This design comes from an exercise in tuning for small area, a short achievable clock period and few clock cycles on the open sky130 flow, not from production work. RTL that was checked went through simulation tests only; none was proved equivalent to the original. No activity file was given, so power comes from the tool's default toggle rates.

==> flow/design.v <==
module forwardingBoard(a, b, f3, taken);
	input [31:0] a, b;
	input [2:0] f3;
	output taken;
	wire sg = ~f3[1];
	wire lt = {a[31] ^ sg, a[30:0]} < {b[31] ^ sg, b[30:0]};
	wire eq = a == b;
	assign taken = f3[2] ? (f3[0] ? ~lt : (lt | eq)) : (f3[0] ? ~eq : eq);
endmodule
module decoder(
	input  [31:0] inst,
	output [3:0]  rs1,
	output [3:0]  rs2,
	output [3:0]  rd,
	output [31:0] imm,
	output        uses1,      
	output        uses2,      
	output        bImm,       
	output        wr,         
	output        isLoad,
	output        isStore,
	output        isJal,
	output        isJalr,
	output        sub,        
	output        cmpUns,     
	output        rSum, rLt, rXor, rOr, rAnd, rSh, rImm, rTgt, rNpc,
	output        shLeft,
	output        cEq, cNe, cLe, cGe,
	output        ldByte, ldHalf, ldUns
);
	wire [4:0] op = inst[6:2];
	wire [2:0] f3 = inst[14:12];
	wire lui   = op == 5'b01101;
	wire auipc = op == 5'b00101;
	wire jal   = op == 5'b11011;
	wire jalr  = op == 5'b11001;
	wire br    = op == 5'b11000;
	wire ld    = op == 5'b00000;
	wire st    = op == 5'b01000;
	wire opi   = op == 5'b00100;
	wire opr   = op == 5'b01100;
	wire alu   = opi | opr;
	assign rs1 = inst[18:15];
	assign rs2 = inst[23:20];
	assign rd  = inst[10:7];
	wire [31:0] immI = {{20{inst[31]}}, inst[31:20]};
	wire [31:0] immS = {{20{inst[31]}}, inst[31:25], inst[11:7]};
	wire [31:0] immB = {{19{inst[31]}}, inst[31], inst[7], inst[30:25], inst[11:8], 1'b0};
	wire [31:0] immU = {inst[31:12], 12'b0};
	wire [31:0] immJ = {{11{inst[31]}}, inst[31], inst[19:12], inst[20], inst[30:21], 1'b0};
	assign imm = st ? immS : br ? immB : (lui | auipc) ? immU : jal ? immJ : immI;
	assign uses1   = ~(lui | auipc | jal);
	assign uses2   = opr | br | st;
	assign bImm    = opi | ld | st | jalr;
	assign wr      = alu | lui | auipc | jal | jalr | ld;
	assign isLoad  = ld;
	assign isStore = st;
	assign isJal   = jal;
	assign isJalr  = jalr;
	assign sub    = (alu & f3[2:1] == 2'b01) | (opr & f3 == 3'b000 & inst[30]);
	assign cmpUns = br ? f3[1] : f3[0];
	assign rSum  = alu & f3 == 3'b000;
	assign rLt   = alu & f3[2:1] == 2'b01;
	assign rXor  = alu & f3 == 3'b100;
	assign rOr   = alu & f3 == 3'b110;
	assign rAnd  = alu & f3 == 3'b111;
	assign rSh   = alu & f3[1:0] == 2'b01;
	assign shLeft = ~f3[2];
	assign rImm  = lui;
	assign rTgt  = auipc;
	assign rNpc  = jal | jalr;
	assign cEq = br & f3 == 3'b000;
	assign cNe = br & f3 == 3'b001;
	assign cLe = br & f3[2] & ~f3[0];
	assign cGe = br & f3[2] &  f3[0];
	assign ldByte = f3[1:0] == 2'b00;
	assign ldHalf = f3[1:0] == 2'b01;
	assign ldUns  = f3[2];
endmodule
module alu(a, b, sub, cmpUns, shLeft, sum, lt, shOut);
	input  [31:0] a, b;
	input  sub, cmpUns, shLeft;
	output [31:0] sum;
	output lt;
	output [31:0] shOut;
	wire [33:0] s = {1'b0, a, 1'b1} + {1'b0, b, sub};
	assign sum = s[32:1];
	wire b31 = b[31] ^ sub;            
	wire ltu = ~s[33];
	wire lts = (a[31] ^ b31) ? a[31] : s[32];
	assign lt = cmpUns ? ltu : lts;
	reg [31:0] ain, rout;
	integer i;
	always @* begin
		for (i = 0; i < 32; i = i + 1) ain[i] = shLeft ? a[31 - i] : a[i];
	end
	wire [31:0] r = ain >> b[4:0];
	always @* begin
		for (i = 0; i < 32; i = i + 1) rout[i] = shLeft ? r[31 - i] : r[i];
	end
	assign shOut = rout;
endmodule
module loadUnit(ldByte, ldHalf, ldUns, memData, out);
	input ldByte, ldHalf, ldUns;
	input [31:0] memData;
	output [31:0] out;
	wire s = ~ldUns & memData[31];
	assign out[31:16] = (ldByte | ldHalf) ? {16{s}} : memData[31:16];
	assign out[15:8]  = ldByte ? {8{s}} : ldHalf ? memData[31:24] : memData[15:8];
	assign out[7:0]   = ldByte ? memData[31:24] : ldHalf ? memData[23:16] : memData[7:0];
endmodule
module bancoRegistrador(clk, reset, rs1, rs2, data, rd, wEn, r1, r2);
	input clk, reset;
	input [3:0] rs1, rs2, rd;
	input wEn;                
	input [31:0] data;
	output [31:0] r1, r2;
	reg [31:0] registers [1:15];
	reg [15:1] valid;
	integer i;
	always @(posedge clk) begin
		for (i = 1; i < 16; i = i + 1)
			if (wEn && rd == i) registers[i] <= data;
	end
	always @(posedge clk) begin
		if (reset) valid <= 15'b0;
		else if (wEn) valid[rd] <= 1'b1;
	end
	wire wt1 = wEn && rd == rs1;
	wire wt2 = wEn && rd == rs2;
	reg [31:0] a, b;
	always @* begin
		a = wt1 ? data : 32'b0;
		b = wt2 ? data : 32'b0;
		for (i = 1; i < 16; i = i + 1) begin
			if (rs1 == i && valid[i] && !(wEn && rd == i)) a = a | registers[i];
			if (rs2 == i && valid[i] && !(wEn && rd == i)) b = b | registers[i];
		end
	end
	assign r1 = a;
	assign r2 = b;
endmodule
module fewcore (clk, reset, imem_addr, imem_rdata, dmem_addr, dmem_wdata, dmem_we, dmem_rdata);
	input clk, reset;
	output [31:0] imem_addr;
	input  [31:0] imem_rdata;
	output [31:0] dmem_addr;
	output [31:0] dmem_wdata;
	output dmem_we;
	input  [31:0] dmem_rdata;
	reg  [31:0] pcF;           
	reg         fv;            
	reg         again;         
	reg  [31:0] aX, oX;        
	reg  [31:0] zX;            
	reg         vX, takeX;
	wire [31:0] sum;           
	wire [31:0] pcF4 = {pcF[31:2] + 30'd1, pcF[1:0]};
	wire        redir = vX & takeX;
	wire        dHaz;
	wire        refetch = fv & dHaz & ~redir;
	assign imem_addr = redir ? {sum[31:1], 1'b0} : again ? pcF : pcF4;
	always @(posedge clk) begin
		if (reset) begin
			pcF   <= 32'hfffffffc;
			fv    <= 1'b0;
			again <= 1'b0;
		end else begin
			pcF   <= refetch ? pcF : imem_addr;
			fv    <= ~refetch;
			again <= refetch;
		end
	end
	wire [3:0]  dRs1, dRs2, dRd;
	wire [31:0] dImm;
	wire dUses1, dUses2, dBImm, dWr, dLoad, dStore, dJal, dJalr, dSub, dCmpUns;
	wire dRSum, dRLt, dRXor, dROr, dRAnd, dRSh, dRImm, dRTgt, dRNpc, dShLeft;
	wire dCEq, dCNe, dCLe, dCGe, dLdByte, dLdHalf, dLdUns;
	decoder dec(
		.inst(imem_rdata), .rs1(dRs1), .rs2(dRs2), .rd(dRd), .imm(dImm),
		.uses1(dUses1), .uses2(dUses2), .bImm(dBImm), .wr(dWr),
		.isLoad(dLoad), .isStore(dStore), .isJal(dJal), .isJalr(dJalr),
		.sub(dSub), .cmpUns(dCmpUns),
		.rSum(dRSum), .rLt(dRLt), .rXor(dRXor), .rOr(dROr), .rAnd(dRAnd),
		.rSh(dRSh), .rImm(dRImm), .rTgt(dRTgt), .rNpc(dRNpc), .shLeft(dShLeft),
		.cEq(dCEq), .cNe(dCNe), .cLe(dCLe), .cGe(dCGe),
		.ldByte(dLdByte), .ldHalf(dLdHalf), .ldUns(dLdUns)
	);
	wire dBr = dCEq | dCNe | dCLe | dCGe;
	reg  [3:0]  rdW;
	reg         wW, ldW, ldByteW, ldHalfW, ldUnsW;
	reg  [31:0] resW;
	wire [31:0] ldData, wbData;
	loadUnit lu(.ldByte(ldByteW), .ldHalf(ldHalfW), .ldUns(ldUnsW), .memData(dmem_rdata), .out(ldData));
	assign wbData = ldW ? ldData : resW;
	wire [31:0] rf1, rf2;
	bancoRegistrador rf(
		.clk(clk), .reset(reset), .rs1(dRs1), .rs2(dRs2),
		.data(wbData), .rd(rdW), .wEn(wW), .r1(rf1), .r2(rf2)
	);
	reg  [3:0]  rdX;
	reg         wrX, ldX;      
	wire [31:0] res;           
	wire m1 = dRs1 == rdX && wrX;
	wire m2 = dRs2 == rdX && wrX;
	assign dHaz = ldX & ((dUses1 & m1) | (dUses2 & m2));
	wire [31:0] dA = m1 ? res : rf1;
	wire [31:0] dB = m2 ? res : rf2;
	wire dTake;
	forwardingBoard bcmp(.a(dA), .b(dB), .f3(imem_rdata[14:12]), .taken(dTake));
	reg  stV, subX, cmpUnsX, shLeftX;
	reg  rSumX, rLtX, rXorX, rOrX, rAndX, rShX, rXX, rNpcX;
	reg  ldByteX, ldHalfX, ldUnsX;
	always @(posedge clk) begin
		aX   <= (dRTgt | dJal | dBr) ? pcF : dA;
		oX   <= ((dBImm | dRTgt | dJal | dBr | dRImm) ? dImm : dB) ^ {32{dSub}};
		zX   <= dB;
		rdX  <= dRd;
		subX <= dSub;  cmpUnsX <= dCmpUns;  shLeftX <= dShLeft;
		rSumX <= dRSum | dRTgt; rLtX <= dRLt; rXorX <= dRXor; rOrX <= dROr; rAndX <= dRAnd;
		rShX <= dRSh; rXX <= dRImm; rNpcX <= dRNpc;
		ldByteX <= dLdByte; ldHalfX <= dLdHalf; ldUnsX <= dLdUns;
		takeX <= dJal | dJalr | (dBr & dTake);
		if (reset) begin
			vX <= 1'b0; wrX <= 1'b0; ldX <= 1'b0; stV <= 1'b0;
		end else begin
			stV  <= fv & ~redir & ~dHaz & dStore;
			vX   <= fv & ~redir & ~dHaz;
			wrX  <= fv & ~redir & ~dHaz & dWr & (dRd != 4'd0);
			ldX  <= fv & ~redir & ~dHaz & dLoad;
		end
	end
	wire [31:0] shOut;
	wire lt;
	alu alu_m(.a(aX), .b(oX), .sub(subX), .cmpUns(cmpUnsX), .shLeft(shLeftX),
	          .sum(sum), .lt(lt), .shOut(shOut));
	assign res = ({32{rSumX}} & sum) | {31'b0, rLtX & lt} |
	             ({32{rXorX}} & (aX ^ oX)) | ({32{rOrX}} & (aX | oX)) |
	             ({32{rAndX}} & (aX & oX)) | ({32{rShX}} & shOut) |
	             ({32{rXX}} & oX) | ({32{rNpcX}} & pcF);
	assign dmem_addr  = sum;
	assign dmem_wdata = zX;
	assign dmem_we    = stV & ~reset;
	always @(posedge clk) begin
		resW <= res;
		rdW  <= rdX;
		ldByteW <= ldByteX; ldHalfW <= ldHalfX; ldUnsW <= ldUnsX;
		if (reset) begin
			wW  <= 1'b0;
			ldW <= 1'b0;
		end else begin
			wW  <= vX & wrX;
			ldW <= ldX;
		end
	end
endmodule
clock: 12.5 ns
lec_check: 0
abc_area: 1
cap_margin: 20
core_margin: 2
core_utilization: 40
place_density: 0.6
slew_margin: 20
standard.sh (not shown) runs the stock make flow with config.mk's settings and CLKGATE_MAP_FILE= SYNTH_SCRIPT=/design/flow/synth_recipe.tcl, a recipe that flattens the netlist after the stock synthesis.
==> flow/flow/run.sh <==
#!/bin/bash
# Own flow: the standard layout (standard.sh, unchanged synthesis) with
#  - the ports buffered by a plain buffer cell instead of the delay cell the
#    resizer picks by default,
#  - timing repair asked to leave setup margin,
#  - a clock tree of fewer, smaller buffers without dummy loads.
# make's full output goes to standard_make.log; ORFS's per-step logs stay
# under orfs/logs.
set -uo pipefail
MARGIN=6.5
CTS="-sink_clustering_enable -repair_clock_nets -dont_use_dummy_load -sink_clustering_size 16 -sink_clustering_max_diameter 120 -buf_list sky130_fd_sc_hd__clkbuf_16"
bash standard.sh "SETUP_SLACK_MARGIN=$MARGIN" \
  "BUFFER_PORTS_ARGS=-buffer_cell sky130_fd_sc_hd__buf_2" \
  "CTS_ARGS=$CTS" \
  finish > standard_make.log 2>&1
Change:
--- a/flow/design.v
+++ b/flow/design.v
@@ -1,12 +1,23 @@
-module forwardingBoard(a, b, f3, taken);
+module forwardingBoard(a, b, uns, lt, eq);
 	input [31:0] a, b;
-	input [2:0] f3;
-	output taken;
-	wire sg = ~f3[1];
-	wire lt = {a[31] ^ sg, a[30:0]} < {b[31] ^ sg, b[30:0]};
-	wire eq = a == b;
-	assign taken = f3[2] ? (f3[0] ? ~lt : (lt | eq)) : (f3[0] ? ~eq : eq);
+	input uns;
+	output reg lt, eq;
+	wire [31:0] x = {a[31] ^ ~uns, a[30:0]};
+	wire [31:0] y = {b[31] ^ ~uns, b[30:0]};
+	reg [31:0] l, e;
+	integer w, i;
+	always @* begin
+		l = ~x & y;
+		e = ~(x ^ y);
+		for (w = 1; w < 32; w = w * 2)
+			for (i = 0; i < 32; i = i + 2 * w) begin
+				l[i] = l[i + w] | (e[i + w] & l[i]);
+				e[i] = e[i + w] & e[i];
+			end
+		lt = l[0];
+		eq = e[0];
+	end
 endmodule
 module decoder(
 	input  [31:0] inst,
 	output [3:0]  rs1,
@@ -150,26 +161,29 @@
 	input  [31:0] dmem_rdata;
 	reg  [31:0] pcF;           
 	reg         fv;            
 	reg         again;         
+	reg         start;         
 	reg  [31:0] aX, oX;        
 	reg  [31:0] zX;            
-	reg         vX, takeX;
+	reg         vX, jmpX, ltX, eqX, cEqX, cNeX, cLeX, cGeX;
 	wire [31:0] sum;           
 	wire [31:0] pcF4 = {pcF[31:2] + 30'd1, pcF[1:0]};
+	wire        takeX = jmpX | (cEqX & eqX) | (cNeX & ~eqX) | (cLeX & (ltX | eqX)) | (cGeX & ~ltX);
 	wire        redir = vX & takeX;
 	wire        dHaz;
 	wire        refetch = fv & dHaz & ~redir;
-	assign imem_addr = redir ? {sum[31:1], 1'b0} : again ? pcF : pcF4;
-	always @(posedge clk) begin
+	assign imem_addr = redir ? {sum[31:1], 1'b0} : start ? 32'b0 : again ? pcF : pcF4;
+	always @(posedge clk) begin
+		pcF <= refetch ? pcF : imem_addr;
 		if (reset) begin
-			pcF   <= 32'hfffffffc;
 			fv    <= 1'b0;
 			again <= 1'b0;
+			start <= 1'b1;
 		end else begin
-			pcF   <= refetch ? pcF : imem_addr;
 			fv    <= ~refetch;
 			again <= refetch;
+			start <= 1'b0;
 		end
 	end
 	wire [3:0]  dRs1, dRs2, dRd;
 	wire [31:0] dImm;
@@ -205,10 +219,10 @@
 	wire m2 = dRs2 == rdX && wrX;
 	assign dHaz = ldX & ((dUses1 & m1) | (dUses2 & m2));
 	wire [31:0] dA = m1 ? res : rf1;
 	wire [31:0] dB = m2 ? res : rf2;
-	wire dTake;
-	forwardingBoard bcmp(.a(dA), .b(dB), .f3(imem_rdata[14:12]), .taken(dTake));
+	wire dLt, dEq;
+	forwardingBoard bcmp(.a(dA), .b(dB), .uns(imem_rdata[13]), .lt(dLt), .eq(dEq));
 	reg  stV, subX, cmpUnsX, shLeftX;
 	reg  rSumX, rLtX, rXorX, rOrX, rAndX, rShX, rXX, rNpcX;
 	reg  ldByteX, ldHalfX, ldUnsX;
 	always @(posedge clk) begin
@@ -219,9 +233,11 @@
 		subX <= dSub;  cmpUnsX <= dCmpUns;  shLeftX <= dShLeft;
 		rSumX <= dRSum | dRTgt; rLtX <= dRLt; rXorX <= dRXor; rOrX <= dROr; rAndX <= dRAnd;
 		rShX <= dRSh; rXX <= dRImm; rNpcX <= dRNpc;
 		ldByteX <= dLdByte; ldHalfX <= dLdHalf; ldUnsX <= dLdUns;
-		takeX <= dJal | dJalr | (dBr & dTake);
+		jmpX <= dJal | dJalr;
+		ltX  <= dLt;  eqX <= dEq;
+		cEqX <= dCEq; cNeX <= dCNe; cLeX <= dCLe; cGeX <= dCGe;
 		if (reset) begin
 			vX <= 1'b0; wrX <= 1'b0; ldX <= 1'b0; stV <= 1'b0;
 		end else begin
 			stV  <= fv & ~redir & ~dHaz & dStore;
What happened: The changed run went through all stages and came out clean. Worst setup slack is worse by 57 ps. Global-route usage shrinks by 0.14 points. Design area is lower by 0.67%. Via count is higher by 1.3%. Die area goes up by 1.0%. Flip-flop and latch count climbs by 6. Core utilization goes down by 0.90 points. Wire length hardly moves. Total power fell by 9.1%. Worst hold slack got worse by 3.8 ps.
No run of this note included a check of the RTL's function; only the layout flow was run.

========
RTL: the design.v shown in full above, as it stands there.
clock: 12.5 ns
lec_check: 0
abc_area: 1
cap_margin: 20
core_margin: 2
core_utilization: 40
place_density: 0.6
slew_margin: 20
==> flow/flow/run.sh <==
#!/bin/bash
# Own flow: the standard layout (standard.sh, unchanged synthesis) with
#  - the ports buffered by a plain buffer cell instead of the delay cell the
#    resizer picks by default,
#  - timing repair asked to leave setup margin,
#  - a clock tree of fewer, smaller buffers without dummy loads.
# make's full output goes to standard_make.log; ORFS's per-step logs stay
# under orfs/logs.
set -uo pipefail
MARGIN=7
CTS="-sink_clustering_enable -repair_clock_nets -dont_use_dummy_load -sink_clustering_size 16 -sink_clustering_max_diameter 120 -buf_list sky130_fd_sc_hd__clkbuf_16"
bash standard.sh "SETUP_SLACK_MARGIN=$MARGIN" \
  "BUFFER_PORTS_ARGS=-buffer_cell sky130_fd_sc_hd__buf_2" \
  "CTS_ARGS=$CTS" \
  finish > standard_make.log 2>&1
Edit:
--- a/flow/design.v
+++ b/flow/design.v
@@ -1,12 +1,26 @@
 module forwardingBoard(a, b, f3, taken);
 	input [31:0] a, b;
 	input [2:0] f3;
 	output taken;
 	wire sg = ~f3[1];
-	wire lt = {a[31] ^ sg, a[30:0]} < {b[31] ^ sg, b[30:0]};
-	wire eq = a == b;
+	wire [31:0] x = {a[31] ^ sg, a[30:0]};
+	wire [31:0] y = {b[31] ^ sg, b[30:0]};
+	reg [31:0] l, e;
+	integer w, i;
+	reg lt, eq;
+	always @* begin
+		l = ~x & y;
+		e = ~(x ^ y);
+		for (w = 1; w < 32; w = w * 2)
+			for (i = 0; i < 32; i = i + 2 * w) begin
+				l[i] = l[i + w] | (e[i + w] & l[i]);
+				e[i] = e[i + w] & e[i];
+			end
+		lt = l[0];
+		eq = e[0];
+	end
 	assign taken = f3[2] ? (f3[0] ? ~lt : (lt | eq)) : (f3[0] ? ~eq : eq);
 endmodule
 module decoder(
 	input  [31:0] inst,
 	output [3:0]  rs1,
@@ -149,28 +163,30 @@
 	output dmem_we;
 	input  [31:0] dmem_rdata;
 	reg  [31:0] pcF;           
 	reg         fv;            
 	reg         again;         
+	reg         start;         
 	reg  [31:0] aX, oX;        
 	reg  [31:0] zX;            
 	reg         vX, takeX;
 	wire [31:0] sum;           
 	wire [31:0] pcF4 = {pcF[31:2] + 30'd1, pcF[1:0]};
 	wire        redir = vX & takeX;
 	wire        dHaz;
 	wire        refetch = fv & dHaz & ~redir;
-	assign imem_addr = redir ? {sum[31:1], 1'b0} : again ? pcF : pcF4;
-	always @(posedge clk) begin
+	assign imem_addr = redir ? {sum[31:1], 1'b0} : start ? 32'b0 : again ? pcF : pcF4;
+	always @(posedge clk) begin
+		pcF <= refetch ? pcF : imem_addr;
 		if (reset) begin
-			pcF   <= 32'hfffffffc;
 			fv    <= 1'b0;
 			again <= 1'b0;
+			start <= 1'b1;
 		end else begin
-			pcF   <= refetch ? pcF : imem_addr;
 			fv    <= ~refetch;
 			again <= refetch;
+			start <= 1'b0;
 		end
 	end
 	wire [3:0]  dRs1, dRs2, dRd;
 	wire [31:0] dImm;
 	wire dUses1, dUses2, dBImm, dWr, dLoad, dStore, dJal, dJalr, dSub, dCmpUns;
After rerunning: The new run produced a clean layout. Count of clock-buffer cells in the layout is lower by 1. Power fell by about 12%. Worst hold slack hardly moves. Synthesized area went up by about 1%. Via count increases by 1.3%. Critical path depth is higher by 4. Wire length barely changes. Non-clock buffer count decreases by 2.
Testbench counts after the change, summed over its fixed seeds: cycles 63,270.
No functional check of the RTL was part of the first run of this note.

==> static timing again, ports no longer ideal <==
No port has a modelled driver above. Below, the same layouts with a new extraction and two added sets of constraints.
Step 1 assumes that a clkbuf_16 drives the clock port and a buf_2 every other input.
Step 2, shift: input delay + t, output delay - t, t = (earliest + latest rising clock arrival at the registers) / 2. This alone moves slack from input paths to output paths.
a / b / c = ideal / step 1 / step 2; a / b = the first two.
run | t (ns) | slack for setup (ns) | worst slew at a driven data input, ns | cell pins on the clock port's net
the first run of note 1 | 0.702 | 6.426 / 6.474 / 5.772 | 0.10 | 1
the second run of note 1 | 0.706 | 6.369 / 6.407 / 5.701 | 0.11 | 1
the first run of note 2 | 0.705 | 6.826 / 6.756 / 6.172 | 0.10 | 1
the second run of note 2 | 0.694 | 6.955 / 6.927 / 6.311 | 0.12 | 1
After both steps every run listed still meets setup and hold. For the second run of note 1, which loses most, drivers alone change the setup slack by +0.038 ns; drivers and shift together by -0.668 ns.
